This design comes from an exercise in tuning for small area and a short achievable clock period on the open sky130 flow, not from production work. Where RTL was checked, it was by simulation tests only, not by an equivalence proof against the original. For runs 6 and 7, only the layout was checked, not whether the RTL still works. No run shown here takes its clock network from TritonCTS; it comes from the design's own scripts or RTL. The clock input has no modelled driver; a real chip could not lean on it and would need a root buffer or a full tree. Power figures rest on the tool's default switching activity, not on a simulated workload.

### constraint.sdc
create_clock -name core_clock -period 4.2 [get_ports {clk}]
set_input_delay 0.8400 -clock core_clock [delete_from_list [all_inputs] [get_ports {clk}]]
set_output_delay 0.8400 -clock core_clock [all_outputs]
set_load 0.01 [all_outputs]
### standard.sh
#!/bin/bash
# synth_recipe.tcl (not shown) runs the flow's synth.tcl, then flattens the netlist and writes it again
# the make line also repeats each setting of config.mk as NAME=value (left out here)
make -C /OpenROAD-flow-scripts/flow DESIGN_CONFIG=/design/flow/config.mk WORK_HOME=/design/flow/orfs CLKGATE_MAP_FILE= SYNTH_SCRIPT=/design/flow/synth_recipe.tcl "${@:-finish}"
### config.mk
export PLATFORM = sky130hd
export DESIGN_NAME = fifo
export DESIGN_NICKNAME = fifo
export VERILOG_FILES = /design/flow/design.v
export SDC_FILE = /design/flow/constraint.sdc
export NUM_CORES = 4
export LEC_CHECK = 0
export CAP_MARGIN = 20
export CORE_MARGIN = 2
export CORE_UTILIZATION = 55
export PLACE_DENSITY = 0.7
export SETUP_SLACK_MARGIN = 2.4
export SLEW_MARGIN = 20
### design.v
module fifo #(
  parameter DATA_WIDTH = 32,
  parameter DEPTH      = 16
) (
  input  logic                  clk,
  input  logic                  rst_n,
  input  logic                  wr_en,
  input  logic [DATA_WIDTH-1:0] wr_data,
  input  logic                  rd_en,
  output logic [DATA_WIDTH-1:0] rd_data,
  output logic                  full,
  output logic                  empty
);
  localparam RD = DEPTH - 1;             
  logic [DATA_WIDTH-1:0] head;
  logic [DATA_WIDTH-1:0] mem [RD];
  logic [RD-1:0]         wsel, src;
  logic [DEPTH-1:0]      lvl;
  logic nempty, ram_ne, is_full;
  logic [DATA_WIDTH-1:0] head_d;
  logic [DEPTH-1:0]      lvl_n;
  logic [RD-1:0]         wsel_n, src_n;
  assign nempty  = lvl[0];
  assign ram_ne  = lvl[1];
  assign is_full = lvl[DEPTH-1];
  always_ff @(posedge clk) begin
    for (int i = 0; i < RD; i++)
      if (wr_en && wsel[i]) mem[i] <= wr_data;
  end
  always_comb begin
    head_d = wr_data & {DATA_WIDTH{!ram_ne}};
    for (int i = 0; i < RD; i++)
      head_d = head_d | (mem[i] & {DATA_WIDTH{src[i]}});
  end
  logic hold;
  assign hold = nempty && !rd_en;
  always_ff @(posedge clk)
    head <= (head & {DATA_WIDTH{hold}}) | (head_d & {DATA_WIDTH{!hold}});
  logic [DEPTH-1:0] lvl_up, lvl_dn;
  logic [RD-1:0]    wsel_adv, src_rot;
  assign lvl_up   = {lvl[DEPTH-2:0], 1'b1};
  assign lvl_dn   = {1'b0, lvl[DEPTH-1:1]};
  assign wsel_adv = {wsel[RD-2:0], wsel[RD-1]};
  assign src_rot  = {src[RD-2:0], src[RD-1]};
  always_comb begin
    case ({wr_en, rd_en})
      2'b10: begin    
        lvl_n  = is_full ? lvl : lvl_up;
        wsel_n = (!is_full && nempty) ? (lvl[DEPTH-2] ? '0 : wsel_adv) : wsel;
        src_n  = ram_ne ? src : (nempty ? wsel : '0);
      end
      2'b01: begin    
        lvl_n  = nempty ? lvl_dn : lvl;
        wsel_n = is_full ? src : wsel;
        src_n  = (ram_ne && lvl[2]) ? src_rot : '0;
      end
      2'b11: begin    
        lvl_n  = !nempty ? lvl_up : (is_full ? lvl_dn : lvl);
        wsel_n = is_full ? src : (ram_ne ? wsel_adv : wsel);
        src_n  = ram_ne ? src_rot : '0;
      end
      default: begin  
        lvl_n  = lvl;
        wsel_n = wsel;
        src_n  = src;
      end
    endcase
  end
  always_ff @(posedge clk or negedge rst_n) begin
    if (!rst_n) begin
      wsel <= {{(RD-1){1'b0}}, 1'b1};
      src  <= '0;
      lvl  <= '0;
    end else begin
      wsel <= wsel_n;
      src  <= src_n;
      lvl  <= lvl_n;
    end
  end
  assign rd_data = head;
  assign full    = is_full;
  assign empty   = !nempty;
endmodule
### flow/run.sh
#!/bin/bash
# Standard layout, except that the clock tree CTS builds is replaced (in the
# POST_CTS hook) by a balanced two-level tree: four root buffers fed by the
# clock port, each feeding leaf buffers that drive ~28 registers each.
set -euo pipefail
export POST_CTS_TCL="$PWD/flow/mycts.tcl"
export MYCTS_CLK=clk
export MYCTS_PER=28
bash standard.sh > standard_flow.log 2>&1 || { tail -50 standard_flow.log; exit 1; }
tail -5 standard_flow.log
### flow/mycts.tcl
# Replace the clock tree that CTS built (run from the POST_CTS hook) with a
# balanced two-level tree: a few root buffers on the clock port, each feeding
# leaf buffers that each drive a cluster of nearby registers.
proc mycts_kmeans {pts k iters} {
  set n [llength $pts]
  set cents {}
  set sorted [lsort -real -index 0 $pts]
  for {set i 0} {$i < $k} {incr i} {
    lappend cents [lindex $sorted [expr {int(($i + 0.5) * $n / $k)}]]
  }
  set cap [expr {int(ceil($n / double($k)))}]
  for {set iter 0} {$iter < $iters} {incr iter} {
    set pairs {}
    for {set s 0} {$s < $n} {incr s} {
      lassign [lindex $pts $s] x y
      for {set c 0} {$c < $k} {incr c} {
        lassign [lindex $cents $c] cx cy
        lappend pairs [list [expr {abs($x-$cx)+abs($y-$cy)}] $s $c]
      }
    }
    set pairs [lsort -real -index 0 $pairs]
    set asg [lrepeat $n -1]
    set cnt [lrepeat $k 0]
    foreach pr $pairs {
      lassign $pr d s c
      if {[lindex $asg $s] >= 0 || [lindex $cnt $c] >= $cap} continue
      lset asg $s $c; lset cnt $c [expr {[lindex $cnt $c]+1}]
    }
    set sx [lrepeat $k 0.0]; set sy [lrepeat $k 0.0]
    for {set s 0} {$s < $n} {incr s} {
      set c [lindex $asg $s]; lassign [lindex $pts $s] x y
      lset sx $c [expr {[lindex $sx $c]+$x}]; lset sy $c [expr {[lindex $sy $c]+$y}]
    }
    set nc {}
    for {set c 0} {$c < $k} {incr c} {
      set m [lindex $cnt $c]
      if {$m == 0} { lappend nc [lindex $cents $c] } else { lappend nc [list [expr {[lindex $sx $c]/$m}] [expr {[lindex $sy $c]/$m}]] }
    }
    set cents $nc
  }
  return [list $asg $cents]
}

proc mycts_run {} {
  set block [ord::get_db_block]
  set clk [$block findNet $::env(MYCTS_CLK)]
  set bufm [[ord::get_db] findMaster sky130_fd_sc_hd__clkbuf_16]
  set per [expr {[info exists ::env(MYCTS_PER)] ? $::env(MYCTS_PER) : 28}]

  # walk the existing tree: collect buffers and sinks
  set sinks {}
  set tree {}
  set todo [list [list $clk 0]]
  while {[llength $todo]} {
    lassign [lindex $todo 0] net par; set todo [lrange $todo 1 end]
    foreach it [$net getITerms] {
      if {![$it isInputSignal] && [$it getIoType] ne "INPUT"} continue
      set inst [$it getInst]
      set mname [[$inst getMaster] getName]
      set inv [expr {[string match "sky130_fd_sc_hd__clkinv*" $mname] || [string match "sky130_fd_sc_hd__inv_*" $mname]}]
      if {[string match "clkload*" [$inst getName]]} { lappend tree $inst; continue }
      if {$inv || [string match "sky130_fd_sc_hd__clkbuf*" $mname] || [string match "sky130_fd_sc_hd__buf_*" $mname]} {
        lappend tree $inst
        foreach o [$inst getITerms] {
          if {[$o isOutputSignal]} { set on [$o getNet]; if {$on ne "NULL"} { lappend todo [list $on [expr {$par ^ $inv}]] } }
        }
      } else {
        if {$par} { error "mycts: sink [[$it getInst] getName] sees an inverted clock" }
        lappend sinks $it
      }
    }
  }
  foreach it $sinks { set mn [[[$it getInst] getMaster] getName]; if {![string match "*df*" $mn]} { puts "mycts: odd sink [[$it getInst] getName] $mn [[$it getMTerm] getName]" } }
  puts "mycts: [llength $sinks] sinks, removing [llength $tree] tree buffers"
  # disconnect sinks, remove tree
  foreach it $sinks { $it disconnect }
  foreach inst $tree {
    foreach o [$inst getITerms] {
      set n [$o getNet]
      if {$n ne "NULL" && [$o isOutputSignal]} { $o disconnect; if {[llength [$n getITerms]] == 0 && [llength [$n getBTerms]] == 0} { odb::dbNet_destroy $n } }
    }
    odb::dbInst_destroy $inst
  }
  # sink locations
  set pts {}
  foreach it $sinks {
    set b [[$it getInst] getBBox]
    lappend pts [list [expr {([$b xMin]+[$b xMax])/2.0}] [expr {([$b yMin]+[$b yMax])/2.0}]]
  }
  set n [llength $sinks]
  set k [expr {int(ceil($n / double($per)))}]
  lassign [mycts_kmeans $pts $k 30] asg cents
  set nroot [expr {[info exists ::env(MYCTS_ROOTS)] ? $::env(MYCTS_ROOTS) : 4}]
  lassign [mycts_kmeans $cents $nroot 30] rasg rcents
  set rnets {}
  for {set r 0} {$r < $nroot} {incr r} {
    lassign [lindex $rcents $r] rx ry
    set root [odb::dbInst_create $block $bufm "mycts_root_$r"]
    $root setLocation [expr {int($rx)}] [expr {int($ry)}]; $root setPlacementStatus PLACED
    [$root findITerm A] connect $clk
    set rnet [odb::dbNet_create $block "mycts_root_net_$r"]
    $rnet setSigType CLOCK
    [$root findITerm X] connect $rnet
    lappend rnets $rnet
  }
  for {set c 0} {$c < $k} {incr c} {
    set leaf [odb::dbInst_create $block $bufm "mycts_leaf_$c"]
    lassign [lindex $cents $c] cx cy
    $leaf setLocation [expr {int($cx)}] [expr {int($cy)}]; $leaf setPlacementStatus PLACED
    [$leaf findITerm A] connect [lindex $rnets [lindex $rasg $c]]
    set ln [odb::dbNet_create $block "mycts_leaf_net_$c"]
    $ln setSigType CLOCK
    [$leaf findITerm X] connect $ln
    for {set s 0} {$s < $n} {incr s} {
      if {[lindex $asg $s] == $c} { [lindex $sinks $s] connect $ln }
    }
  }
  puts "mycts: built $nroot roots + $k leaves"
}
mycts_run
global_connect
detailed_placement
estimate_parasitics -placement
==> flow_summary.ini, run 1 <==
[outcome]
outcome = complete, no violations

[cells_and_area]
nets = 1310
n_antenna_cell = 0
drive_above_1_share_pct = 18.4
fill_cells = 2520
register_area_um2 = 16600
area_growth_pct = 12.3
fin_cells = 1695
multi_input_area_um2 = 4060

[yosys]
avgSynthCellArea_um2 = 18.1
synth_nets = 1176
synth-xor-area-share_pct = 0
synthFlopType = edfxtp_1
synth_edf_count = 512
synth-adder-area-share_pct = 0
yosysMostFrequentCell = edfxtp_1
synth_cells = 1140
yosysTopAreaCellShare_pct = 74.6
yosysWarnings = 2
synthTopCellsByCount = edfxtp_1 (512), a22o_1 (129), a221oi_1 (128)
synth-seq-area-share_pct = 80.2
syn-cell-area_um2 = 20600
yosys.area_share.simple_pct = 3.38
synthDistinctLibCells = 43
postSynth.asyncResetShare_pct = 8.24
yosys.area.top_type = edfxtp_1
synthTopCellsByArea = edfxtp_1 (75%), a22o_1 (5.5%), dfrtp_1 (5.5%), a221oi_1 (5.4%), a22oi_1 (0.98%)
synth-compound-area-share_pct = 14.1
muxShareOfSynthArea_pct = 0.109
ys_seq_elements = 558
synth_top_family_by_area = compound AO/OA/AOI/OAI gates

[power_and_ir_drop]
peakVddDrop_mv = 0.348
p_per_area_nw_per_um2 = 430
power.leakage_nw = 7.64
finalPower_mw = 9.95

[die]
io-pin-count = 70
core.rowCount = 70
die_w_um = 198
chipHeight_um = 198
dieArea_um2 = 39000
core-area_um2 = 36800
floorplan.initialDensity_pct = 56.0

[timing]
worst_pin_slew_ps = 655
period_needed_ps = 1830
fmax_mhz = 548
slew_viol_final = 0
slew_headroom_pct = 56.2
grt_setup_unrepaired = true
finalHoldViolations = 0
worst_hold_slack_ps = 465
setup_viol = 0
period_share_pct = 43.5
timing.final.ws_setup_ps = 2370
fin_setup_tns_ps = 0
fin_skew_ps = 25.9

[detailed_routing]
wire_per_inst_um = 32.7
met2_length_mm = 26.3
dr.pass1.iters = 6
routed.top_layer = met4
drc_errors = 0
drtIter0Drc = 1867
num_vias = 12100
drt-vias-per-instance = 7.13
wl_mm = 55.4
met3_length_mm = 5.61
ant_nets = 0
detail_route.wirelength.met1_mm = 21.8

[worst_setup_path]
cp-start-kind = register
critical_path.max_fanout = 37
worstPathArrival_ps = 2050
crit_path_end_kind = register
worstSetupPathType = reg2reg
required_ps = 4420

[worst_hold_path]
hp-class = in2async

[clock_network]
clock-sinks = 558
clk_latency_ps = 360
clk_pin_slew_ps = 120

[global_routing]
grt_usage_pct = 27.8
grt_pass1_wl_mm = 77.8
grt_max_degree = 47
globalRouteOverflowTotal = 0
first_global_vias = 11500
antenna_found_initial = 0

[placement]
port_buffers = 69
gp_congestion = 0.778
pre_cts_slack_ps = 1130
dp_cells = 1607
place.detailed.hpwl_mm = 24.6

[run]
cap_violations = 0
-- state kept, by name, indices dropped and copies added (netlist names), named ones only --
register	cells
wsel	15
src	15
mem	480
lvl	16
-- path summary, 6_finish.rpt --
| kind | startpoint | end | slack [ps] | cells past startpoint |
|---|---|---|---|---|
| min | rst_n | lvl[15]$_DFFE_PN0P_ | 470 | 1 |
| min in group core_clock | lvl[4]$_DFFE_PN0P_ | lvl[4]$_DFFE_PN0P_ | 550 | 1 |
| min reg2reg | lvl[4]$_DFFE_PN0P_ | lvl[4]$_DFFE_PN0P_ | 550 | 1 |
| max reg2reg | lvl[1]$_DFFE_PN0P_ | src[4]$_DFFE_PN0P_ | 2370 | 5 |
| max in group asynchronous | rst_n | src[7]$_DFFE_PN0P_ | 3280 | 1 |
| max | lvl[1]$_DFFE_PN0P_ | src[4]$_DFFE_PN0P_ | 2370 | 5 |
-- power breakdown --
part,internal (mW),total (mW),switching (mW)
sequential,6.23,6.30,0.0762
combinational,0.368,1.03,0.660
clock,1.04,2.62,1.58
-- critical path, cell delays in order, from the launching register on --
cell and delay [ps]:
dfrtp_1 490, inv_6 410, nor3_4 110, buf_12 170
a22oi_1 350, o21ai_1 130
-- cell usage in the layout (no fill, tap or decap), types with 3 or more instances in the layout --
cell,instances
edfxtp_1,512
a22o_1,129
a221oi_1,101
nand2_1,46
buf_2,33
nand4_1,32
buf_4,32
dfrtp_1,31
and2_4,30
a22oi_1,27
a221oi_2,27
o21ai_1,26
clkbuf_16,26
nand3_1,18
buf_6,18
dlymetal6s2s_1,14
a31oi_1,11
buf_12,11
a21o_1,10
clkbuf_2,10
dfrtp_4,9
dlygate4sd2_1,7
o21ai_0,6
nor2_1,5
dfrtp_2,5
a222oi_1,4
inv_1,4
a21oi_1,3
buf_16,3
-- routing by layer --
layer  track usage, %  vias to the layer above
li1                 -                     4946
met1             39.9                     6264
met2             44.6                      753
met3             4.61                      118
met4             8.27                        0
met5                0                        -
-- area by class of cell --
type,count,area share (%)
buffer,24,2.60
inverter,8,0.168
multi-input combinational,504,17.6
sequential,558,71.6
tap,468,2.53
timing repair buffer,133,5.56
-- kinds of logic (layout without fill, tap and decap cells) --
| group | count (synthesis) | in the layout |
|---|---|---|
| buffers and inverters | 95 | 165 |
| muxes | 1 | 1 |
| and+or+nand+nor | 132 | 147 |
| AOI/OAI and AO/OA | 354 | 356 |
| DFF | 558 | 558 |
-- per-stage QoR --
step	utilization [%]	instance area, um^2
floorplan	-	20700
global placement	58.8	21600
detailed placement	58.8	21600
global route	62.9	23100
finish	62.9	23100
==> run 2: changes to the inputs <==
--- a/flow/run.sh
+++ b/flow/run.sh
@@ -5,6 +5,5 @@
 set -euo pipefail
 export POST_CTS_TCL="$PWD/flow/mycts.tcl"
 export MYCTS_CLK=clk
-export MYCTS_PER=28
 bash standard.sh > standard_flow.log 2>&1 || { tail -50 standard_flow.log; exit 1; }
 tail -5 standard_flow.log
--- a/config.mk
+++ b/config.mk
@@ -7,7 +7,7 @@
 export LEC_CHECK = 0
 export CAP_MARGIN = 20
 export CORE_MARGIN = 2
-export CORE_UTILIZATION = 55
-export PLACE_DENSITY = 0.7
+export CORE_UTILIZATION = 65
+export PLACE_DENSITY = 0.75
 export SETUP_SLACK_MARGIN = 2.4
 export SLEW_MARGIN = 20
==> run 2 against run 1 <==
Against the previous run: first-iteration DRC count fell by 11%; synthesized area did not move; sequential power barely moved; wire length fell by 4.3%; core utilization rose by 9.9 points; global-route usage rose by 3.2 points; via count fell by 1.7%; highest routed layer is now met5; largest cell class unchanged; die area fell by 15%.
==> flow_summary.ini, run 2 <==
[global_routing]
first_global_vias = 11300
grt_pass1_wl_mm = 73.7
globalRouteOverflowTotal = 0
grt_max_degree = 47
antenna_found_initial = 2
grt_usage_pct = 31.0

[detailed_routing]
drc_errors = 0
drt-vias-per-instance = 7.41
drtIter0Drc = 1655
num_vias = 11900
wire_per_inst_um = 33.1
ant_nets = 0
wl_mm = 53.0
dr.pass1.iters = 6

[yosys]
synthFlopType = edfxtp_1
synth_edf_count = 512
synthTopCellsByArea = edfxtp_1 (75%), a22o_1 (5.5%), dfrtp_1 (5.5%), a221oi_1 (5.4%), a22oi_1 (0.98%)
yosysTopAreaCellShare_pct = 74.6
avgSynthCellArea_um2 = 18.1
syn-cell-area_um2 = 20600
yosysWarnings = 2
synthTopCellsByCount = edfxtp_1 (512), a22o_1 (129), a221oi_1 (128)
postSynth.asyncResetShare_pct = 8.24
yosysMostFrequentCell = edfxtp_1
synth-seq-area-share_pct = 80.2
ys_seq_elements = 558
synthDistinctLibCells = 43
synth_nets = 1176
yosys.area.top_type = edfxtp_1
synth_cells = 1140

[cells_and_area]
drive_above_1_share_pct = 14.3
final_common_cell = edfxtp_1
largest_reg_flops = 480
fin_cells = 1602
mostFrequentLayoutCells = edfxtp_1 (512), a22o_1 (129), a221oi_1 (122), nand2_1 (46)
final_area_um2 = 22900
top_register = mem
area_growth_pct = 11.0
nets = 1282
top_regs = mem (480), lvl (16)

[timing]
setup_viol = 0
finalHoldViolations = 0
fin_skew_ps = 21.2
fin_setup_tns_ps = 0
timing.final.ws_setup_ps = 2400
period_share_pct = 42.9
period_needed_ps = 1800
grt_setup_unrepaired = true
slew_viol_final = 0
fmax_mhz = 555
worst_pin_slew_ps = 740
slew_headroom_pct = 50.7

[die]
chipHeight_um = 182
dieArea_um2 = 33100
io-pin-count = 70
core-area_um2 = 31400
die_w_um = 182
floorplan.initialDensity_pct = 65.6
core.rowCount = 65

[outcome]
outcome = complete, no violations

[worst_setup_path]
max_stage_delay_ps = 680
path_cells = buf_12 > a221oi_1 > nand4_1
worstSetupPathType = reg2reg
critical_path.max_fanout = 19
cp-start-kind = register
required_ps = 4290
worstPathArrival_ps = 1890
crit_path_end_kind = register
cpMaxStageDelayCell = dfrtp_4

[placement]
dp_cells = 1531
place.detailed.hpwl_mm = 22.0
port_buffers = 69
placed_area_um2 = 21500
gp_congestion = 0.747
pre_cts_slack_ps = 925

[clock_network]
clock-sinks = 558
clk_latency_ps = 360
clk_pin_slew_ps = 120

[power_and_ir_drop]
p_per_area_nw_per_um2 = 432
peakVddDrop_mv = 0.350
power.leakage_nw = 7.55

[worst_hold_path]
hp-class = in2async

[run]
cap_violations = 0
==> run 2: cell type report <==
class                      count  area [um^2]
timing repair buffer         121         1370
fill                        1811         8530
buffer                        24          601
tap                          402          503
inverter                       8         41.3
multi-input combinational    488         3760
sequential                   558        16600
antenna                        1         2.50
==> run 2: cells by family (layout without fill, tap and decap cells) <==
family	count (synthesis)	in the layout	synth area share [%]
AOI/OAI and AO/OA	354	354	14.1
other	0	1	0
DFF	558	558	80.2
muxes	1	1	0.109
and+or+nand+nor	132	133	3.38
buffers and inverters	95	153	2.20
==> run 2: worst max-delay path, delay by kind of cell (launching register included) <==
family / cells / cell delay, ps
AO/OA/AOI/OAI: 1 / 430
buffers and inverters: 1 / 240
flip-flops: 1 / 680
AND/OR/NAND/NOR: 1 / 150
==> run 2: final timing paths <==
check                      slack (ps)  cells after the start                   to                 from
min                               480                      1   lvl[1]$_DFFE_PN0P_                rst_n
min in group core_clock           530                      2  wsel[0]$_DFFE_PN1P_  wsel[0]$_DFFE_PN1P_
max in group asynchronous        3260                      1   src[2]$_DFFE_PN0P_                rst_n
max reg2reg                      2400                      3             register  src[10]$_DFFE_PN0P_
max                              2400                      3             register  src[10]$_DFFE_PN0P_
min reg2reg                       530                      2  wsel[0]$_DFFE_PN1P_  wsel[0]$_DFFE_PN1P_
==> run 2: where the power goes <==
group / switching [mW] / internal [mW] / total (mW)
combinational: 0.634 / 0.365 / 0.999
clock: 1.53 / 1.04 / 2.57
sequential: 0.0777 / 6.23 / 6.31
total: 2.24 / 7.64 / 9.88
==> run 2: per-stage QoR <==
step                hold WS [ps]  util [%]  power [mW]
floorplan                    460         -        6.94
global placement             483      68.4        7.35
detailed placement           505      68.4        7.37
global route                 517      72.8        10.1
finish                       482      72.8        9.88
==> run 2: metal layers <==
metal	vias up	wire length (um)	GRT usage, %
met5	-	15	0
met4	2	2060	11.8
met3	152	6170	5.07
met2	808	24700	48.2
met1	6040	20100	45.3
li1	4873	-	-
==> run 3: changes to the inputs <==
--- a/flow/run.sh
+++ b/flow/run.sh
@@ -5,5 +5,6 @@
 set -euo pipefail
 export POST_CTS_TCL="$PWD/flow/mycts.tcl"
 export MYCTS_CLK=clk
+export MYCTS_PER=28
 bash standard.sh > standard_flow.log 2>&1 || { tail -50 standard_flow.log; exit 1; }
 tail -5 standard_flow.log
--- a/config.mk
+++ b/config.mk
@@ -9,5 +9,5 @@
 export CORE_MARGIN = 2
 export CORE_UTILIZATION = 65
 export PLACE_DENSITY = 0.75
-export SETUP_SLACK_MARGIN = 2.4
+export SETUP_SLACK_MARGIN = 2.45
 export SLEW_MARGIN = 20
==> run 3 against run 2 <==
Against the previous run: still clean; sequential power about the same; maximum frequency rose by 0.14%; hold slack lost 5.1 ps; sequential share of layout area is 1.8 points lower; register-to-register slack improved by 30 ps; synthesized area unchanged; clock skew rose by 11 ps; design area up 2.5%; clock power about the same; cell count increased by 2.9%; flip-flop and latch count unchanged; global-route usage up 2.3 points.
==> flow_summary.ini, run 3 <==
[global_routing]
grt_usage_pct = 33.3
globalRouteOverflowTotal = 0
first_global_vias = 11800
grt_max_degree = 47
antenna_found_initial = 0
grt_pass1_wl_mm = 78.3

[power_and_ir_drop]
p_per_area_nw_per_um2 = 426
finalPower_mw = 9.98
peakVddDrop_mv = 0.295
power.leakage_nw = 7.82

[cells_and_area]
nets = 1333
drive_above_1_share_pct = 21.1
multi_input_area_um2 = 4160
n_antenna_cell = 0
top_register = mem
mostFrequentLayoutCells = edfxtp_1 (512), a22o_1 (129), a221oi_1 (87), nand2_1 (46), buf_4 (44)
fill_cells = 1717
register_area_um2 = 16600
top_regs = mem (480), lvl (16)
largest_reg_flops = 480
area_growth_pct = 13.8
final_common_cell = edfxtp_1

[die]
core-area_um2 = 31400
floorplan.initialDensity_pct = 65.6
dieArea_um2 = 33100
core.rowCount = 65
chipHeight_um = 182
io-pin-count = 70
die_w_um = 182

[worst_setup_path]
r2r_slack_ps = 2430
path_buf_inv = 2
reg2reg_from = src[14]$_DFFE_PN0P_
path_cells = inv_2 > buf_6
required_ps = 3360
worstSetupPathType = reg2out
max_stage_delay_ps = 440
worstPathArrival_ps = 960
reg2regPathDepth = 4
cpMaxStageDelayCell = dfrtp_2
critical_path.max_fanout = 2
cp-start-kind = register
crit_family = flip-flops
crit_path_end_kind = output port

[yosys]
synthFlopType = edfxtp_1
synthDistinctLibCells = 43
yosysWarnings = 2
avgSynthCellArea_um2 = 18.1
synth_nets = 1176
synthTopCellsByCount = edfxtp_1 (512), a22o_1 (129), a221oi_1 (128)
postSynth.asyncResetShare_pct = 8.24
synth_edf_count = 512
synthTopCellsByArea = edfxtp_1 (75%), a22o_1 (5.5%), dfrtp_1 (5.5%), a221oi_1 (5.4%), a22oi_1 (0.98%)
ys_seq_elements = 558
yosys.area.top_type = edfxtp_1
synth-seq-area-share_pct = 80.2
yosysTopAreaCellShare_pct = 74.6
yosysMostFrequentCell = edfxtp_1
synth_cells = 1140
syn-cell-area_um2 = 20600

[worst_hold_path]
hp-class = in2async

[placement]
port_buffers = 69
place.detailed.hpwl_mm = 23.5
gp_congestion = 0.770

[timing]
fin_skew_ps = 32.6
finalHoldViolations = 0
slew_headroom_pct = 58.8
grt_setup_unrepaired = true
setup_viol = 0
slew_viol_final = 0
period_needed_ps = 1800
period_share_pct = 42.9
worst_pin_slew_ps = 617
fin_setup_tns_ps = 0
fmax_mhz = 556

[detailed_routing]
drt-vias-per-instance = 7.50
wire_per_inst_um = 34.4
dr.pass1.iters = 8
drtIter0Drc = 2018
wl_mm = 56.6
drc_errors = 0
num_vias = 12400
ant_nets = 0

[clock_network]
clock-sinks = 558
clk_latency_ps = 370
clk_pin_slew_ps = 120

[run]
cap_violations = 0

[outcome]
outcome = complete, no violations
run 3: where the power goes:
part | total (mW) | switching (mW) | internal [mW]
sequential | 6.31 | 0.0786 | 6.23
combinational | 1.10 | 0.687 | 0.413
clock | 2.58 | 1.54 | 1.04
run 3: through the flow:
| stage | std cells | setup slack, ps | hold WS, ps | area, um^2 | util, % |
|---|---|---|---|---|---|
| final | 1648 | 2400 | 476 | 23400 | 74.7 |
| after global routing | 1648 | 2350 | 532 | 23400 | 74.7 |
| after detailed placement | 1540 | 1020 | 475 | 21600 | 68.7 |
| after global placement | 1540 | 1090 | 474 | 21600 | 68.7 |
| after floorplan | 1140 | 2150 | 460 | 20700 | - |
run 3: final cells by class:
class / count / share of cell area [%]
flip-flops and latches: 558 / 70.7
multi-input cells: 504 / 17.7
plain buffers: 24 / 2.56
repair buffers: 152 / 6.66
well taps: 402 / 2.15
inverters: 8 / 0.165
run 3: layer usage:
layer / GRT usage [%] / wire (um)
met2: 53.2 / 27000
met1: 45.4 / 19800
met3: 7.86 / 7190
met4: 12.9 / 2630
met5: 0 / 0
run 3: worst max-delay path by stage:
stage	slack [ps]	start	cells past startpoint	endpoint
after global placement	1090	wr_en	3	mem[5][6]$_DFFE_PP_
after global routing	2350	wr_data[31]	3	register
after detailed placement	1020	wr_en	3	mem[11][6]$_DFFE_PP_
final	2400	lvl[0]$_DFFE_PN0P_	2	empty
after floorplan	2150	rd_en	4	register
run 3: logic make-up after synthesis:
logic type | count (synthesis) | share of synthesized area [%]
AOI/OAI and AO/OA | 354 | 14.1
and+or+nand+nor | 132 | 3.38
muxes | 1 | 0.109
DFF | 558 | 80.2
buffers and inverters | 95 | 2.20
==> run 4: changes to the inputs <==
==> flow/run.sh (replaced) <==
#!/bin/bash
# Standard layout, except that the clock tree CTS builds is replaced (in the
# POST_CTS hook) by a balanced two-level tree: four root buffers fed by the
# clock port, each feeding leaf buffers that drive ~22 registers each.
set -euo pipefail
export POST_CTS_TCL="$PWD/flow/mycts.tcl"
export MYCTS_CLK=clk
export MYCTS_PER=22
bash standard.sh > standard_flow.log 2>&1 || { tail -50 standard_flow.log; exit 1; }
tail -5 standard_flow.log
--- a/config.mk
+++ b/config.mk
@@ -8,6 +8,7 @@
 export CAP_MARGIN = 20
 export CORE_MARGIN = 2
 export CORE_UTILIZATION = 65
+export GPL_TIMING_DRIVEN = 0
 export PLACE_DENSITY = 0.75
-export SETUP_SLACK_MARGIN = 2.45
+export SETUP_SLACK_MARGIN = 2.4
 export SLEW_MARGIN = 20
==> run 4 against run 3 <==
Against the previous run: via count rose by 1.8%; combinational power fell by 5%; sequential share of layout area rose by 0.54 points; total power rose by 2.3%; clock power rose by 11%.
==> flow_summary.ini, run 4 <==
[outcome]
outcome = complete, no violations

[cells_and_area]
drive_above_1_share_pct = 18.4
mostFrequentLayoutCells = edfxtp_1 (512), a22o_1 (129), a221oi_1 (99), buf_2 (49), nand2_1 (46)
n_antenna_cell = 0
fill_cells = 1808
multi_input_area_um2 = 3910
top_register = mem
largest_reg_flops = 480
final_common_cell = edfxtp_1
area_growth_pct = 12.6
register_area_um2 = 16500
nets = 1336
top_regs = mem (480), lvl (16)

[global_routing]
grt_max_degree = 33
globalRouteOverflowTotal = 0
grt_usage_pct = 34.7
first_global_vias = 11800
grt_pass1_wl_mm = 80.6
antenna_found_initial = 0

[worst_setup_path]
path_cells = buf_12 > buf_8 > clkbuf_8 > and2_4
crit_path_end_kind = register
max_stage_delay_ps = 620
cpMaxStageDelayCell = and2_4
reg2reg_from = src[0]$_DFFE_PN0P_
r2r_slack_ps = 2350
worstPathArrival_ps = 1910
worstSetupPathType = in2reg
critical_path.max_fanout = 32
reg2regPathDepth = 5
required_ps = 4170
cp-start-kind = primary input

[die]
io-pin-count = 70
die_w_um = 182
core.rowCount = 65
chipHeight_um = 182
core-area_um2 = 31400
floorplan.initialDensity_pct = 65.6
dieArea_um2 = 33100

[detailed_routing]
drt-vias-per-instance = 7.61
wire_per_inst_um = 35.3
num_vias = 12600
dr.pass1.iters = 8
wl_mm = 58.4
drc_errors = 0
ant_nets = 0
drtIter0Drc = 2274

[yosys]
ys_seq_elements = 558
synth_cells = 1140
yosysWarnings = 2
yosysMostFrequentCell = edfxtp_1
synthTopCellsByArea = edfxtp_1 (75%), a22o_1 (5.5%), dfrtp_1 (5.5%), a221oi_1 (5.4%), a22oi_1 (0.98%)
syn-cell-area_um2 = 20600
synth-seq-area-share_pct = 80.2
synthDistinctLibCells = 43
synthFlopType = edfxtp_1
synth_nets = 1176
postSynth.asyncResetShare_pct = 8.24
yosys.area.top_type = edfxtp_1
synthTopCellsByCount = edfxtp_1 (512), a22o_1 (129), a221oi_1 (128)
yosysTopAreaCellShare_pct = 74.6
synth_edf_count = 512
avgSynthCellArea_um2 = 18.1

[timing]
finalHoldViolations = 0
worst_hold_slack_ps = 444
slew_viol_final = 0
fin_skew_ps = 47.3
setup_viol = 0
period_needed_ps = 1940
worst_pin_slew_ps = 739
grt_setup_unrepaired = true
fmax_mhz = 514
fin_setup_tns_ps = 0
period_share_pct = 46.3
slew_headroom_pct = 50.7

[placement]
gp_congestion = 0.888
place.detailed.hpwl_mm = 30.4
port_buffers = 67

[clock_network]
clock-sinks = 558
clk_latency_ps = 370
clk_pin_slew_ps = 80

[power_and_ir_drop]
peakVddDrop_mv = 0.426
power.leakage_nw = 7.86
p_per_area_nw_per_um2 = 441

[worst_hold_path]
hp-class = in2async

[run]
cap_violations = 0
## run 4: kinds of logic (layout without fill, tap and decap cells)
kind of cell    after synthesis  in the layout  synth area share [%]
compound gates              354            354                  14.1
simple gates                132            138                  3.38
buf+inv                      95            201                  2.20
mux                           1              1                 0.109
flops                       558            558                  80.2
## run 4: worst max path at each step
stage               start                    to  slack, ps  cells past startpoint
floorplan           rd_en              register       2150                      4
global placement    rst_n   lvl[10]$_DFFE_PN0P_        990                      1
detailed placement  rd_en              register       1540                      4
global route        wr_en  mem[0][27]$_DFFE_PP_       2250                      4
finish              wr_en  mem[8][25]$_DFFE_PP_       2260                      4
## run 4: per-stage QoR
step	power (mW)	utilization, %	area, um^2	instances	setup slack, ps
after floorplan	6.94	-	20700	1140	2150
after global placement	7.43	69.7	21900	1609	986
after detailed placement	7.46	69.7	21900	1610	1540
after global routing	10.4	73.9	23200	1654	2250
final	10.2	73.9	23200	1654	2260
## run 4: area by class of cell
type                            count  area share (%)
Timing Repair Buffer               75            2.65
Inverter                            8           0.156
Timing Repair inverter              1          0.0324
Buffer                            117            6.86
Sequential cell                   558            71.3
Multi-Input combinational cell    493            16.9
Tap cell                          402            2.17
## run 4: metal layers
layer	vias to the layer above	part of all wire, %	global-route usage, %
li1	4981	-	-
met1	6269	36	49.4
met2	1132	45	52.6
met3	197	14	8.76
met4	0	5.0	14.0
met5	-	0	0
## run 4: report_power, final
part | switching (mW) | internal (mW)
clock | 1.59 | 1.28
sequential | 0.0654 | 6.23
combinational | 0.665 | 0.389
total | 2.32 | 7.90
## run 4: worst max-delay path, delay by kind of cell
kind,cells,cell delay [ps]
buffers and inverters,3,400
and+or+nand+nor,1,620
==> run 5: changes to the inputs <==
--- a/config.mk
+++ b/config.mk
@@ -8,7 +8,6 @@
 export CAP_MARGIN = 20
 export CORE_MARGIN = 2
 export CORE_UTILIZATION = 65
-export GPL_TIMING_DRIVEN = 0
 export PLACE_DENSITY = 0.75
 export SETUP_SLACK_MARGIN = 2.4
 export SLEW_MARGIN = 20
==> run 5 against run 4 <==
Against the previous run: critical endpoint is now rd_data[23]; core utilization down 0.62 points; still clean; maximum frequency is 7.2% higher; synthesized area unchanged; sequential share of layout area increased by 0.84 points; via count is 4.5% lower; largest cell class unchanged; hold slack gained 41 ps; critical path depth is 3 lower.
==> flow_summary.ini, run 5 <==
[yosys]
synthTopCellsByArea = edfxtp_1 (75%), a22o_1 (5.5%), dfrtp_1 (5.5%), a221oi_1 (5.4%), a22oi_1 (0.98%)
synthTopCellsByCount = edfxtp_1 (512), a22o_1 (129), a221oi_1 (128)
ys_seq_elements = 558
yosysWarnings = 2
postSynth.asyncResetShare_pct = 8.24
syn-cell-area_um2 = 20600
synthDistinctLibCells = 43
yosysTopAreaCellShare_pct = 74.6
yosysMostFrequentCell = edfxtp_1
synth_edf_count = 512
avgSynthCellArea_um2 = 18.1
synth_nets = 1176
yosys.area.top_type = edfxtp_1
synthFlopType = edfxtp_1
synth-seq-area-share_pct = 80.2
synth_cells = 1140

[timing]
fin_skew_ps = 64.7
setup_viol = 0
slew_viol_final = 0
period_share_pct = 43.2
grt_setup_unrepaired = true
period_needed_ps = 1810
finalHoldViolations = 0
fmax_mhz = 552
fin_setup_tns_ps = 0
slew_headroom_pct = 50.6
worst_hold_slack_ps = 484
worst_pin_slew_ps = 741

[outcome]
outcome = complete, no violations

[detailed_routing]
drt-vias-per-instance = 7.47
num_vias = 12000
drc_errors = 0
ant_nets = 0
dr.pass1.iters = 7
drtIter0Drc = 1711
wl_mm = 53.5
wire_per_inst_um = 33.2

[placement]
gp_congestion = 0.747
port_buffers = 69
place.detailed.hpwl_mm = 22.0
dp_cells = 1531

[run]
cap_violations = 0

[worst_setup_path]
worstPathArrival_ps = 970
path_buf_inv = 1
path_cells = buf_2
crit_family = flip-flops
critical_path.max_fanout = 1
cp-start-kind = register
required_ps = 3360
worstSetupPathType = reg2out
cpMaxStageDelayCell = edfxtp_1
crit_path_end_kind = output port
max_stage_delay_ps = 430

[power_and_ir_drop]
p_sw_mw = 2.34
peakVddDrop_mv = 0.349
clock_power_share_pct = 28.1
power.leakage_nw = 7.62
pwr-share-seq_pct = 61.5
intPower_mw = 7.92
p_comb_share_pct = 10.4
p_per_area_nw_per_um2 = 446
switching_share_pct = 22.8

[cells_and_area]
final_common_cell = edfxtp_1
mostFrequentLayoutCells = edfxtp_1 (512), a22o_1 (129), a221oi_1 (124), nand2_1 (46)
drive_above_1_share_pct = 14.9
final_util_pct = 73.3
area_growth_pct = 11.6
top_regs = mem (480), lvl (16)
largest_reg_flops = 480
nets = 1288
fin_cells = 1608
top_register = mem

[global_routing]
antenna_found_initial = 2
grt_usage_pct = 31.3
grt_pass1_wl_mm = 74.3
grt_max_degree = 47
globalRouteOverflowTotal = 0
first_global_vias = 11400

[die]
floorplan.initialDensity_pct = 65.6
die_w_um = 182
core.rowCount = 65
chipHeight_um = 182
core-area_um2 = 31400
dieArea_um2 = 33100
io-pin-count = 70

[clock_network]
clk_pin_slew_ps = 90
clk_latency_ps = 390
clock-sinks = 558

[worst_hold_path]
hp-class = in2async
[run 5: changes by cell type in the layout (fill, tap and decap cells not counted), sizes merged, moves of 2 or more]
| cell | delta |
|---|---|
| and2 | -6 |
| buf | -12 |
| clkbuf | -33 |
| dlymetal6s2s | +2 |
| o221ai | +2 |
[run 5: power by group through the flow]
| stage | combinational [mW] | clock, mW | sequential, mW |
|---|---|---|---|
| 2_1_floorplan | 0.462 | 0 | 6.48 |
| 3_3_place_gp | 0.904 | 0 | 6.45 |
| 3_5_place_dp | 0.923 | 0 | 6.45 |
| 5_1_grt | 1.13 | 3.05 | 6.32 |
| 6_report | 1.07 | 2.88 | 6.30 |
[run 5: per-layer routing]
layer | vias up | part of all wire [%] | GRT usage, %
met4 | 2 | 3.5 | 11.2
met3 | 128 | 12 | 5.60
li1 | 4892 | - | -
met2 | 805 | 47 | 48.5
met5 | - | 0.030 | 0
met1 | 6183 | 38 | 45.8
[run 5: final timing paths]
| check | from | end | slack (ps) | cells after the start |
|---|---|---|---|---|
| worst min-delay path | rst_n | src[4]$_DFFE_PN0P_ | 480 | 1 |
| worst max register to register | src[8]$_DFFE_PN0P_ | register | 2390 | 3 |
| min in group core_clock | lvl[10]$_DFFE_PN0P_ | lvl[10]$_DFFE_PN0P_ | 540 | 1 |
| worst min register to register | lvl[10]$_DFFE_PN0P_ | lvl[10]$_DFFE_PN0P_ | 540 | 1 |
| worst max-delay path | register | rd_data[23] | 2390 | 1 |
| max in group asynchronous | rst_n | src[13]$_DFFE_PN0P_ | 3220 | 1 |
[run 5: final cells by class]
cell class,count,area [um^2]
well taps,402,503
diodes,1,2.50
inverters,8,60.1
repair buffers,119,1280
flip-flops and latches,558,16600
fillers,1796,8400
multi-input cells,490,3810
plain buffers,30,751
[run 5: logic make-up (layout without fill, tap and decap cells)]
group | after synthesis | after routing | share of synthesized area, %
flops | 558 | 558 | 80.2
compound gates | 354 | 356 | 14.1
simple gates | 132 | 133 | 3.38
mux | 1 | 1 | 0.109
other cells | 0 | 1 | 0
buf+inv | 95 | 157 | 2.20
[run 5: stage by stage]
stage	worst slack [ps]	area (um^2)	power (mW)
final	2390	23000	10.3
after global routing	2360	23000	10.5
after global placement	994	21500	7.35
after floorplan	2150	20700	6.94
after detailed placement	925	21500	7.37
==> run 6: changes to the inputs <==
--- a/design.v
+++ b/design.v
@@ -15,11 +15,12 @@
   logic [DATA_WIDTH-1:0] head;
   logic [DATA_WIDTH-1:0] mem [RD];
   logic [RD-1:0]         wsel, src;
+  logic [RD-1:0]         src2;           
   logic [DEPTH-1:0]      lvl;
   logic nempty, ram_ne, is_full;
   logic [DATA_WIDTH-1:0] head_d;
   logic [DEPTH-1:0]      lvl_n;
-  logic [RD-1:0]         wsel_n, src_n;
+  logic [RD-1:0]         wsel_n, src_n, src2_n;
   assign nempty  = lvl[0];
   assign ram_ne  = lvl[1];
   assign is_full = lvl[DEPTH-1];
@@ -30,39 +31,44 @@
   always_comb begin
     head_d = wr_data & {DATA_WIDTH{!ram_ne}};
     for (int i = 0; i < RD; i++)
-      head_d = head_d | (mem[i] & {DATA_WIDTH{src[i]}});
+      head_d = head_d | (mem[i] & {{(DATA_WIDTH/2){src2[i]}}, {(DATA_WIDTH/2){src[i]}}});
   end
   logic hold;
   assign hold = nempty && !rd_en;
   always_ff @(posedge clk)
     head <= (head & {DATA_WIDTH{hold}}) | (head_d & {DATA_WIDTH{!hold}});
   logic [DEPTH-1:0] lvl_up, lvl_dn;
-  logic [RD-1:0]    wsel_adv, src_rot;
+  logic [RD-1:0]    wsel_adv, src_rot, src2_rot;
   assign lvl_up   = {lvl[DEPTH-2:0], 1'b1};
   assign lvl_dn   = {1'b0, lvl[DEPTH-1:1]};
   assign wsel_adv = {wsel[RD-2:0], wsel[RD-1]};
   assign src_rot  = {src[RD-2:0], src[RD-1]};
+  assign src2_rot = {src2[RD-2:0], src2[RD-1]};
   always_comb begin
     case ({wr_en, rd_en})
       2'b10: begin    
         lvl_n  = is_full ? lvl : lvl_up;
         wsel_n = (!is_full && nempty) ? (lvl[DEPTH-2] ? '0 : wsel_adv) : wsel;
         src_n  = ram_ne ? src : (nempty ? wsel : '0);
+        src2_n = ram_ne ? src2 : (nempty ? wsel : '0);
       end
       2'b01: begin    
         lvl_n  = nempty ? lvl_dn : lvl;
         wsel_n = is_full ? src : wsel;
         src_n  = (ram_ne && lvl[2]) ? src_rot : '0;
+        src2_n = (ram_ne && lvl[2]) ? src2_rot : '0;
       end
       2'b11: begin    
         lvl_n  = !nempty ? lvl_up : (is_full ? lvl_dn : lvl);
         wsel_n = is_full ? src : (ram_ne ? wsel_adv : wsel);
         src_n  = ram_ne ? src_rot : '0;
+        src2_n = ram_ne ? src2_rot : '0;
       end
       default: begin  
         lvl_n  = lvl;
         wsel_n = wsel;
         src_n  = src;
+        src2_n = src2;
       end
     endcase
   end
@@ -70,10 +76,12 @@
     if (!rst_n) begin
       wsel <= {{(RD-1){1'b0}}, 1'b1};
       src  <= '0;
+      src2 <= '0;
       lvl  <= '0;
     end else begin
       wsel <= wsel_n;
       src  <= src_n;
+      src2 <= src2_n;
       lvl  <= lvl_n;
     end
   end
==> flow/run.sh (replaced) <==
#!/bin/bash
# Standard layout, except that the clock tree CTS builds is replaced (in the
# POST_CTS hook) by a balanced two-level tree: four root buffers fed by the
# clock port, each feeding leaf buffers that drive ~28 registers each.
set -euo pipefail
export POST_CTS_TCL="$PWD/flow/mycts.tcl"
export MYCTS_CLK=clk
export MYCTS_PER=22
bash standard.sh > standard_flow.log 2>&1 || { tail -50 standard_flow.log; exit 1; }
tail -5 standard_flow.log
==> run 6 against run 5 <==
Against the previous run: setup slack gained 18 ps; synthesized cell count grew 3.7%; sequential share of layout area down 1.5 points; cell count rose by 5.6%; register-to-register slack gained 50 ps; synthesized area up 4.4%; design area increased by 4.3%; total power is 63% higher; hold slack improved by 78 ps; clock power grew 1%; highest routed layer unchanged; still clean on timing, DRC and antenna; largest cell class unchanged; clock skew fell by 37 ps.
==> flow_summary.ini, run 6 <==
[timing]
finalHoldViolations = 0
period_share_pct = 42.7
setup_viol = 0
fin_skew_ps = 28.1
slew_viol_final = 0
slew_headroom_pct = 38.9
fin_setup_tns_ps = 0
grt_setup_unrepaired = true
fmax_mhz = 557
worst_pin_slew_ps = 916
period_needed_ps = 1790

[power_and_ir_drop]
finalPower_mw = 16.8
peakVddDrop_mv = 0.394
power.leakage_nw = 8.11
p_per_area_nw_per_um2 = 699

[placement]
gp_congestion = 0.798
placed_area_um2 = 22300
port_buffers = 69
dp_cells = 1604
place.detailed.hpwl_mm = 25.0

[global_routing]
antenna_found_initial = 1
globalRouteOverflowTotal = 0
grt_max_degree = 50
grt_pass1_wl_mm = 81.3
first_global_vias = 12500
grt_usage_pct = 33.2

[detailed_routing]
num_vias = 12600
wl_mm = 56.5
drt-vias-per-instance = 7.41
ant_nets = 0
dr.pass1.iters = 5
drtIter0Drc = 1870
drc_errors = 0
wire_per_inst_um = 33.3

[die]
core-area_um2 = 32500
floorplan.initialDensity_pct = 66.1
chipHeight_um = 186
dieArea_um2 = 34600
io-pin-count = 70
die_w_um = 186
core.rowCount = 66

[yosys]
synthDistinctLibCells = 42
ys_seq_elements = 573
synthFlopType = edfxtp_1
postSynth.asyncResetShare_pct = 10.6
synth_cells = 1182
synth-seq-area-share_pct = 78.6
yosysWarnings = 2
synth_edf_count = 512
synthTopCellsByArea = edfxtp_1 (71%), dfrtp_1 (7.0%), a22o_1 (6.4%), a221oi_1 (5.3%), mux2_2 (1.5%)
synth_nets = 1218
yosysTopAreaCellShare_pct = 71.5
synthTopCellsByCount = edfxtp_1 (512), a22o_1 (157), a221oi_1 (129)
yosys.area.top_type = edfxtp_1
avgSynthCellArea_um2 = 18.2
syn-cell-area_um2 = 21500
yosysMostFrequentCell = edfxtp_1

[clock_network]
clk_latency_ps = 350
clk_pin_slew_ps = 90
clock-sinks = 573

[cells_and_area]
fill_cells = 1837
final_area_um2 = 24000
final_common_cell = edfxtp_1
top_regs = mem (480), lvl (16)
largest_reg_flops = 480
area_growth_pct = 11.5
n_antenna_cell = 0
multi_input_area_um2 = 4260
register_area_um2 = 16900
final_util_pct = 73.7
mostFrequentLayoutCells = edfxtp_1 (512), a22o_1 (157), a221oi_1 (126), nand3_1 (40), clkbuf_16 (34)
top_register = mem
fin_cells = 1698
drive_above_1_share_pct = 18.9
nets = 1341

[outcome]
outcome = complete, no violations

[worst_hold_path]
whs_path_depth = 2
min_to = lvl[10]$_DFFE_PN0P_
hp-class = reg2reg
hp-start = lvl[9]$_DFFE_PN0P_

[worst_setup_path]
r2r_slack_ps = 2440
reg2reg_from = src[5]$_DFFE_PN0P_
worstPathArrival_ps = 950
worstSetupPathType = reg2out
required_ps = 3360
crit_path_end_kind = output port
reg2regPathDepth = 3
critical_path.max_fanout = 2
cp-start-kind = register

[run]
cap_violations = 0
[run 6: cell count changes after synthesis, moves of 9 or more]
cell      delta
o211ai_1    +29
a22oi_1     -27
nand2_1     -42
a211oi_1    +15
dfrtp_1     +15
mux2_2      +29
o21ai_1     -26
a22o_1      +28
a21o_1       -9
nand3_1     +22
inv_1       +11
[run 6: worst max-delay path, cell delays in order (launching register included)]
cell and delay [ps]:
dfrtp_2 440, inv_4 70, buf_6 90
[run 6: final cells by class]
| type | count | share of cell area [%] |
|---|---|---|
| well taps | 442 | 2.31 |
| flip-flops and latches | 573 | 70.6 |
| plain buffers | 31 | 3.23 |
| repair buffers | 122 | 5.69 |
| inverters | 19 | 0.355 |
| multi-input cells | 511 | 17.8 |
[run 6: cells by family (layout without fill, tap and decap cells)]
kind of cell | after synthesis | after routing | synth area share (%)
flip-flops | 573 | 573 | 78.6
buffers and inverters | 115 | 172 | 2.73
multiplexers | 29 | 29 | 1.52
AO/OA/AOI/OAI | 360 | 361 | 14.3
AND/OR/NAND/NOR | 105 | 121 | 2.85
[run 6: where the power goes]
part	switching [mW]	internal, mW
Combinational	2.40	1.93
Clock	1.60	1.33
Sequential	1.74	7.78
[run 6: layer usage]
| metal | part of all wire (%) | track usage (%) | vias up |
|---|---|---|---|
| li1 | - | - | 5110 |
| met1 | 36 | 45.9 | 6409 |
| met2 | 47 | 51.3 | 891 |
| met3 | 13 | 8.61 | 171 |
| met4 | 4.4 | 13.2 | 2 |
| met5 | 0.023 | 0 | - |
[run 6: worst max-delay path by stage]
stage,from,to,slack (ps),cells after the start
6_report,lvl[0]$_DFFE_PN0P_,empty,2410,2
5_1_grt,lvl[0]$_DFFE_PN0P_,empty,2380,2
2_1_floorplan,rd_en,register,2250,3
3_3_place_gp,wr_en,mem[11][19]$_DFFE_PP_,1340,3
3_5_place_dp,rd_en,lvl[6]$_DFFE_PN0P_,1260,4
[run 6: metrics by stage]
stage                     setup slack [ps]  hold WS, ps
after floorplan                       2250          509
after global placement                1340          538
after detailed placement              1260          546
after global routing                  2380          599
final                                 2410          562
==> run 7: changes to the inputs <==
==> design.v (replaced) <==
module fifo #(
  parameter DATA_WIDTH = 32,
  parameter DEPTH      = 16
) (
  input  logic                  clk,
  input  logic                  rst_n,
  input  logic                  wr_en,
  input  logic [DATA_WIDTH-1:0] wr_data,
  input  logic                  rd_en,
  output logic [DATA_WIDTH-1:0] rd_data,
  output logic                  full,
  output logic                  empty
);
  localparam RD  = DEPTH - 1;            
  localparam RAW = $clog2(RD);
  logic [DATA_WIDTH-1:0] head;
  logic [DATA_WIDTH-1:0] mem [RD];
  logic [RAW-1:0]        wptr;
  logic [RD-1:0]         wsel, src;
  logic [DEPTH-1:0]      lvl;
  logic nempty, ram_ne, is_full;
  logic [DATA_WIDTH-1:0] head_d;
  logic [DEPTH-1:0]      lvl_n;
  logic [RAW-1:0]        wptr_n;
  logic [RD-1:0]         src_n;
  assign nempty  = lvl[0];
  assign ram_ne  = lvl[1];
  assign is_full = lvl[DEPTH-1];
  always_comb
    for (int i = 0; i < RD; i++)
      wsel[i] = !is_full && wptr == i;
  always_ff @(posedge clk) begin
    for (int i = 0; i < RD; i++)
      if (wr_en && wsel[i]) mem[i] <= wr_data;
  end
  always_comb begin
    head_d = wr_data & {DATA_WIDTH{!ram_ne}};
    for (int i = 0; i < RD; i++)
      head_d = head_d | (mem[i] & {DATA_WIDTH{src[i]}});
  end
  logic hold;
  assign hold = nempty && !rd_en;
  always_ff @(posedge clk)
    head <= (head & {DATA_WIDTH{hold}}) | (head_d & {DATA_WIDTH{!hold}});
  logic [DEPTH-1:0] lvl_up, lvl_dn;
  logic [RAW-1:0]   wptr_adv;
  logic [RD-1:0]    src_rot;
  assign lvl_up   = {lvl[DEPTH-2:0], 1'b1};
  assign lvl_dn   = {1'b0, lvl[DEPTH-1:1]};
  assign wptr_adv = (wptr == RD-1) ? '0 : wptr + 1'b1;
  assign src_rot  = {src[RD-2:0], src[RD-1]};
  always_comb begin
    case ({wr_en, rd_en})
      2'b10: begin    
        lvl_n  = is_full ? lvl : lvl_up;
        wptr_n = (!is_full && nempty) ? wptr_adv : wptr;
        src_n  = ram_ne ? src : (nempty ? wsel : '0);
      end
      2'b01: begin    
        lvl_n  = nempty ? lvl_dn : lvl;
        wptr_n = wptr;
        src_n  = (ram_ne && lvl[2]) ? src_rot : '0;
      end
      2'b11: begin    
        lvl_n  = !nempty ? lvl_up : (is_full ? lvl_dn : lvl);
        wptr_n = (!is_full && ram_ne) ? wptr_adv : wptr;
        src_n  = ram_ne ? src_rot : '0;
      end
      default: begin  
        lvl_n  = lvl;
        wptr_n = wptr;
        src_n  = src;
      end
    endcase
  end
  always_ff @(posedge clk or negedge rst_n) begin
    if (!rst_n) begin
      wptr <= '0;
      src  <= '0;
      lvl  <= '0;
    end else begin
      wptr <= wptr_n;
      src  <= src_n;
      lvl  <= lvl_n;
    end
  end
  assign rd_data = head;
  assign full    = is_full;
  assign empty   = !nempty;
endmodule
==> run 7 against run 6 <==
Against the previous run: design area up 5.0%; first-iteration DRC count rose by 38%; sequential power is 27% lower; still clean; clock skew is 26 ps higher; core utilization is 8.6 points higher; largest cell class unchanged.
==> flow_summary.ini, run 7 <==
[outcome]
outcome = complete, no violations

[worst_setup_path]
worstPathArrival_ps = 2190
worstSetupPathType = in2reg
crit_end = mem[3][22]$_DFFE_PP_
r2r_slack_ps = 2130
cp-start-kind = primary input
crit_start = wr_en
required_ps = 4270
reg2reg_from = lvl[15]$_DFFE_PN0P_
reg2regPathDepth = 7
crit_path_end_kind = register
critical_path.max_fanout = 6
r2r_end = mem[3][22]$_DFFE_PP_

[power_and_ir_drop]
power.leakage_nw = 8.46
peakVddDrop_mv = 0.379
clock_power_share_pct = 21.6
p_per_area_nw_per_um2 = 522
pwr-share-seq_pct = 53.2
switching_share_pct = 30.3
intPower_mw = 9.15
p_comb_share_pct = 25.2
p_sw_mw = 3.98

[placement]
dp_cells = 1587
gp_congestion = 0.786
placed_area_um2 = 21600
place.detailed.hpwl_mm = 24.8
port_buffers = 69

[detailed_routing]
drc_errors = 0
drt-vias-per-instance = 7.67
wire_per_inst_um = 36.6
drtIter0Drc = 2573
ant_nets = 0
num_vias = 13500
dr.pass1.iters = 8
wl_mm = 64.4

[timing]
grt_setup_unrepaired = true
fmax_mhz = 472
finalHoldViolations = 0
period_needed_ps = 2120
setup_viol = 0
slew_headroom_pct = 55.0
period_share_pct = 50.5
slew_viol_final = 0
fin_skew_ps = 54.5
fin_setup_tns_ps = 0
worst_pin_slew_ps = 675

[yosys]
synthDistinctLibCells = 40
synth_nets = 1203
yosysMostFrequentCell = edfxtp_1
synthTopCellsByCount = edfxtp_1 (512), a221oi_1 (128), a22o_1 (98)
synth_edf_count = 512
yosysTopAreaCellShare_pct = 76.1
ys_seq_elements = 547
synth_cells = 1167
avgSynthCellArea_um2 = 17.3
synth-seq-area-share_pct = 80.5
yosys.area.top_type = edfxtp_1
synthTopCellsByArea = edfxtp_1 (76%), a221oi_1 (5.6%), dfrtp_1 (4.3%), a22o_1 (4.2%), clkbuf_1 (1.3%)
syn-cell-area_um2 = 20200
postSynth.asyncResetShare_pct = 6.40
yosysWarnings = 2
synthFlopType = edfxtp_1

[clock_network]
clk_latency_ps = 390
clock-sinks = 547
clk_pin_slew_ps = 90

[global_routing]
grt_usage_pct = 34.1
grt_max_degree = 36
first_global_vias = 12100
grt_pass1_wl_mm = 80.6
antenna_found_initial = 0
globalRouteOverflowTotal = 0

[cells_and_area]
mostFrequentLayoutCells = edfxtp_1 (512), a22o_1 (98), a221oi_1 (98), clkbuf_16 (54), nand2_1 (52)
largest_reg_flops = 480
area_growth_pct = 24.6
top_regs = mem (480), lvl (16), src (15)
nets = 1442
fin_cells = 1760
final_common_cell = edfxtp_1
drive_above_1_share_pct = 27.5
final_area_um2 = 25200
top_register = mem

[die]
chipHeight_um = 180
dieArea_um2 = 32500
floorplan.initialDensity_pct = 66.0
core.rowCount = 64
io-pin-count = 70
die_w_um = 180
core-area_um2 = 30600

[worst_hold_path]
hp-class = reg2reg
whs_path_depth = 1

[run]
cap_violations = 0
run 7: power groups by stage:
stage | registers [mW] | logic, mW | clock network, mW
global placement | 7.08 | 1.96 | 0
detailed placement | 7.10 | 1.99 | 0
floorplan | 6.79 | 1.38 | 0
global route | 7.00 | 3.35 | 2.97
finish | 6.99 | 3.30 | 2.84
run 7: routing by layer:
metal / vias to the layer above / track usage, % / wire [um]
li1: 5180 / - / -
met1: 6724 / 47.8 / 21000
met2: 1363 / 53.8 / 30300
met3: 231 / 7.60 / 9750
met4: 0 / 12.3 / 3400
met5: - / 0 / 0
run 7: worst max-delay path, stage by stage:
cell and delay [ps]:
buf_8 80, buf_6 100, nand2b_4 60, or3_4 440, nor2_4 250, buf_12 170, buf_12 100, buf_16 120
run 7: area by class of cell:
type / count / area (um^2)
flip-flops and latches: 547 / 16300
multi-input cells: 503 / 4090
repair buffers: 248 / 3430
diodes: 1 / 2.50
plain buffers: 29 / 726
well taps: 396 / 495
fillers: 1294 / 5420
inverters: 36 / 135
run 7: stage by stage:
step | hold slack, ps | setup WS (ps) | power (mW) | util (%)
2_1_floorplan | 487 | 1540 | 8.16 | -
3_3_place_gp | 511 | 1100 | 9.04 | 70.7
3_5_place_dp | 522 | 1030 | 9.09 | 70.7
5_1_grt | 577 | 2070 | 13.3 | 82.3
6_report | 564 | 2080 | 13.1 | 82.3
run 7: logic make-up (layout without fill, tap and decap cells):
| family | Yosys count | after routing | synth area share [%] |
|---|---|---|---|
| AO/OA/AOI/OAI | 330 | 332 | 13.0 |
| flip-flops | 547 | 547 | 80.5 |
| buffers and inverters | 120 | 313 | 2.33 |
| XOR/XNOR | 1 | 1 | 0.0434 |
| AND/OR/NAND/NOR | 168 | 169 | 4.14 |
| multiplexers | 1 | 1 | 0.0557 |
| other | 0 | 1 | 0 |
run 7: how the worst min path moves through the flow:
| stage | start | end | slack (ps) |
|---|---|---|---|
| after global routing | mem[11][26]$_DFFE_PP_ | register | 580 |
| after floorplan | lvl[14]$_DFFE_PN0P_ | lvl[14]$_DFFE_PN0P_ | 490 |
| after detailed placement | lvl[9]$_DFFE_PN0P_ | lvl[9]$_DFFE_PN0P_ | 520 |
| after global placement | lvl[5]$_DFFE_PN0P_ | lvl[5]$_DFFE_PN0P_ | 510 |
| final | lvl[9]$_DFFE_PN0P_ | lvl[9]$_DFFE_PN0P_ | 560 |

## what the ideal ports hide
How much do the figures lean on ideal ports? The routed layouts below were timed once more, with nothing changed but the port constraints.
Step 1: set_driving_cell puts a clkbuf_16 on clk and a buf_2 on each other input, an assumption about the parent block.
Step 2 adds t to the input delays and takes it off the output delays; t is the mean of the earliest and latest rising clock arrival at the registers after step 1. Input paths then give back, and output paths get back, about the clock's delay inside the block.
a / b / c = ideal / step 1 / step 2; a / b = the first two.
run	t, ns	slack for setup (ns)	latest minus earliest clock arrival (ns)	worst data-port slew with drivers (ns)	cell pins on the clock port's net
run 1	0.458	2.374 / 2.302 / 2.039	0.029 / 0.028	0.04	4
run 2	0.454	2.398 / 2.297 / 2.047	0.023 / 0.024	0.07	4
run 3	0.463	2.400 / 2.292 / 2.055	0.039 / 0.039	0.06	4
run 4	0.457	2.256 / 2.252 / 1.846	0.052 / 0.051	0.06	4
run 5	0.464	2.387 / 2.276 / 2.045	0.068 / 0.067	0.08	4
run 6	0.454	2.405 / 2.293 / 2.035	0.029 / 0.029	0.06	4
run 7	0.470	2.080 / 2.131 / 1.670	0.060 / 0.060	0.06	4
After both steps every run listed still meets setup and hold.
